Source: an optimization exercise on an open RTL-to-GDS flow (aim: small area). Production flows keep margins and buffers that such runs may drop. In this exercise RTL edits were held to simulation tests only and were not proved equivalent to the original. No activity file was given, so power comes from the tool's default toggle rates.

quartz:
==> flow/design.v <==
`timescale 1ns/10ps
module UART_top(
    input  clk,
    input  res,
    input  RX,
    output TX
);
localparam [12:0] T_RX   = 13'b1111111111111;
localparam [12:0] K5000  = 13'b0100001011111;
localparam [12:0] K7500  = 13'b0000110011100;
localparam [12:0] K7499  = 13'b0001100111000;
localparam [12:0] T_TX   = 13'b1111111111111;
localparam [12:0] KT5000 = 13'b0100001011111;
function [12:0] step(input [12:0] x);
  step = {x[11:0], x[12] ^ x[3] ^ x[2] ^ x[0]};
endfunction
reg  [4:0]  rs;
reg  [12:0] rc;
reg         rxd;
wire        rtc    = (rc == T_RX);
wire        init   = (rs == 5'd0);
wire        idle   = rs[4];
wire        recv   = ~rs[4] & rs[3];
wire        waitst = ~rs[4] & ~rs[3] & rs[0];
wire        det    = waitst & ~RX & rxd;
wire        samp   = recv & rtc;
wire        last   = samp & (rs[2:0] == 3'd7);
always @(posedge clk or negedge res)
  if (~res) rs <= 5'd0;
  else if (init) rs <= {4'b1000, RX};
  else if (idle) begin
    if (rtc) rs <= (rs[3:0] == 4'd12) ? 5'd1 : (RX ? rs + 5'd1 : 5'h10);
  end else if (waitst) begin
    if (~RX & rxd) rs <= 5'd8;
  end else if (recv) begin
    if (rtc) rs <= (rs[2:0] == 3'd7) ? 5'd2 : rs + 5'd1;
  end else
    rs <= 5'd3;
always @(posedge clk) begin
  rxd <= RX;
  if (init | (rtc & (idle | recv))) rc <= K5000;
  else if (det) rc <= rs[1] ? K7500 : K7499;
  else rc <= step(rc);
end
reg [1:0] bc;           
reg       o0, o2, v;    
reg       c;            
reg [7:0] R;            
wire sub = o0 & ~o2;
wire a   = R[0];
wire bb  = RX ^ sub;
wire f   = o2 ? (o0 ? (a | RX) : (a & RX)) : (a ^ bb ^ c);
wire co  = (a & bb) | (a & c) | (bb & c);
reg  [3:0]  t;          
reg  [12:0] tcnt;
wire ttc    = (tcnt == T_TX);
wire active = t[3] | (t == 4'd7);
wire rot    = t[3] & ttc;
always @(posedge clk or negedge res)
  if (~res) bc <= 2'd0;
  else if (last) bc <= (bc == 2'd2) ? 2'd0 : bc + 2'd1;
always @(posedge clk) begin
  if (samp & (bc == 2'd0)) begin
    case (rs[2:0])
      3'd0: begin o0 <= RX; v <= 1'b1; end
      3'd1: o2 <= RX;
      3'd2: begin v <= v & (RX ^ o2); o2 <= RX; end
      3'd3: v <= v & RX;
      default: v <= v & ~RX;
    endcase
  end
  if (samp & (bc == 2'd1)) c <= sub;
  else if (samp & (bc == 2'd2) & v) c <= co;
end
always @(posedge clk or negedge res)
  if (~res) R <= 8'd0;
  else if (rot) R <= {R[0], R[7:1]};
  else if (samp & v & (bc == 2'd1)) R <= {RX, R[7:1]};
  else if (samp & v & (bc == 2'd2)) R <= {f, R[7:1]};
always @(posedge clk or negedge res)
  if (~res) t <= 4'd0;
  else if (last & (bc == 2'd2)) t <= 4'd2;
  else if ((t != 4'd0 & ~active) | (active & ttc)) t <= t + 4'd1;
always @(posedge clk)
  if (~active | ttc) tcnt <= KT5000;
  else tcnt <= step(tcnt);
assign TX = t[3] ? R[0] : (t != 4'd7);
endmodule
clock: 10.0 ns
lec_check: 0
cap_margin: 20
core_margin: 2
core_utilization: 40
slew_margin: 20
run.sh (not shown) runs the stock make flow with config.mk's settings and CLKGATE_MAP_FILE= SYNTH_SCRIPT=/design/flow/synth_recipe.tcl, a recipe that flattens the netlist after the stock synthesis.
Here is what was changed in the inputs of yarrow compared with quartz.
==> flow/design.v <==
`timescale 1ns/10ps
module UART_top(
    input  clk,
    input  res,
    input  RX,
    output TX
);
localparam [12:0] K5000 = 13'd4999;
localparam [12:0] K7500 = 13'd7499;
localparam [12:0] K7499 = 13'd7498;
reg  [4:0]  rs;
reg  [12:0] rc;
reg         rxd;
wire        rtc   = (rc == 13'd0);
wire        init  = (rs == 5'h1f);
wire        idle  = rs[4];
wire        recv  = ~rs[4] & rs[3];
wire        waitst = ~rs[4] & ~rs[3] & ~rs[1];
wire        samp  = recv & rtc;
wire        last  = samp & (rs[2:0] == 3'd7);
wire [3:0]  cb    = init ? 4'd0 : rs[3:0];
always @(posedge clk or negedge res)
  if (~res) rs <= 5'h1f;
  else if (idle) begin
    if (init | rtc) rs <= (cb == 4'd12) ? 5'd1 : (RX ? {1'b1, cb + 4'd1} : 5'h10);
  end else if (waitst) begin
    if (~RX & rxd) rs <= 5'd8;
  end else if (recv) begin
    if (rtc) rs <= (rs[2:0] == 3'd7) ? 5'd2 : rs + 5'd1;
  end else
    rs <= 5'd0;
always @(posedge clk) begin
  rxd <= RX;
  if ((idle & init) | (rtc & (idle | recv))) rc <= K5000;
  else if (waitst & ~RX & rxd) rc <= rs[0] ? K7499 : K7500;
  else rc <= rc - 13'd1;
end
reg [1:0] bc;           
reg       o0, o2, v;    
reg       c;            
reg [7:0] R;            
wire sub = o0 & ~o2;
wire a   = R[0];
wire bb  = RX ^ sub;
wire f   = o2 ? (o0 ? (a | RX) : (a & RX)) : (a ^ bb ^ c);
wire co  = (a & bb) | (a & c) | (bb & c);
reg  [3:0]  t;          
reg  [12:0] tcnt;
wire ttc    = (tcnt == 13'd0);
wire active = t[3] | (t == 4'd7);
wire rot    = t[3] & ttc;
always @(posedge clk or negedge res)
  if (~res) bc <= 2'd0;
  else if (last) bc <= (bc == 2'd2) ? 2'd0 : bc + 2'd1;
always @(posedge clk) begin
  if (samp & (bc == 2'd0)) begin
    case (rs[2:0])
      3'd0: begin o0 <= RX; v <= 1'b1; end
      3'd1: o2 <= RX;
      3'd2: begin v <= v & (RX ^ o2); o2 <= RX; end
      3'd3: v <= v & RX;
      default: v <= v & ~RX;
    endcase
  end
  if (samp & (bc == 2'd1)) c <= sub;
  else if (samp & (bc == 2'd2) & v) c <= co;
end
always @(posedge clk or negedge res)
  if (~res) R <= 8'd0;
  else if (rot) R <= {R[0], R[7:1]};
  else if (samp & v & (bc == 2'd1)) R <= {RX, R[7:1]};
  else if (samp & v & (bc == 2'd2)) R <= {f, R[7:1]};
always @(posedge clk or negedge res)
  if (~res) t <= 4'd0;
  else if (last & (bc == 2'd2)) t <= 4'd2;
  else if ((t != 4'd0 & ~active) | (active & ttc)) t <= t + 4'd1;
always @(posedge clk)
  if (~active | ttc) tcnt <= K5000;
  else tcnt <= tcnt - 13'd1;
assign TX = t[3] ? R[0] : (t != 4'd7);
endmodule
--- outcome ---
Core area, yarrow and quartz, higher one = yarrow. Met2 capacity usage during global routing (yarrow over quartz): increase, 0.97 points. The hold slack reported for yarrow is smaller than that of quartz by 0.034 ns. In the reports for yarrow and quartz, the larger die span in y belongs to yarrow. Delta(sum of net half-perimeters after detailed placement, yarrow - quartz) > 0. Going from quartz to yarrow, number of distinct library cells after synthesis grows by 10%. Going from quartz to yarrow, routed metal-1 wirelength grows by 26%. Looking at the reports, yarrow completed the entire flow and the layout it produced met the timing, DRC and antenna checks. quartz -> yarrow: total power increased by more than a quarter. The higher length in cells of the worst reg-to-reg path of yarrow and quartz is in yarrow. quartz → yarrow: count of clock-net buffers in the final layout rose 1, total length of routed met2 wires rose about 27%, slew of the pin with the lowest slew margin rose 0.028 ns, count of buffers from port buffering about even.

==> port drivers added, routing unchanged <==
Ports are ideal in the flow. The routed layouts listed here were re-timed in OpenROAD.
Step 1, drivers: a clkbuf_16 drives clk and a buf_2 each remaining input, both assumed.
Step 2 adds t to the input delays and takes it off the output delays; t is the mean of the earliest and latest rising clock arrival at the registers after step 1. Input paths then give back, and output paths get back, about the clock's delay inside the block.
a / b / c = no drivers / after step 1 / after step 2; a / b = the first two.
run | t (ns) | setup WS [ns] | worst register clock-pin slew, ns
quartz | 0.337 | 6.224 / 6.196 / 5.924 | 0.10 / 0.10
yarrow | 0.331 | 6.193 / 6.173 / 5.867 | 0.10 / 0.10
After both steps every run listed still meets setup and hold. The setup slack of yarrow, which loses most, moves by -0.020 ns with the drivers and by -0.326 ns with both steps.
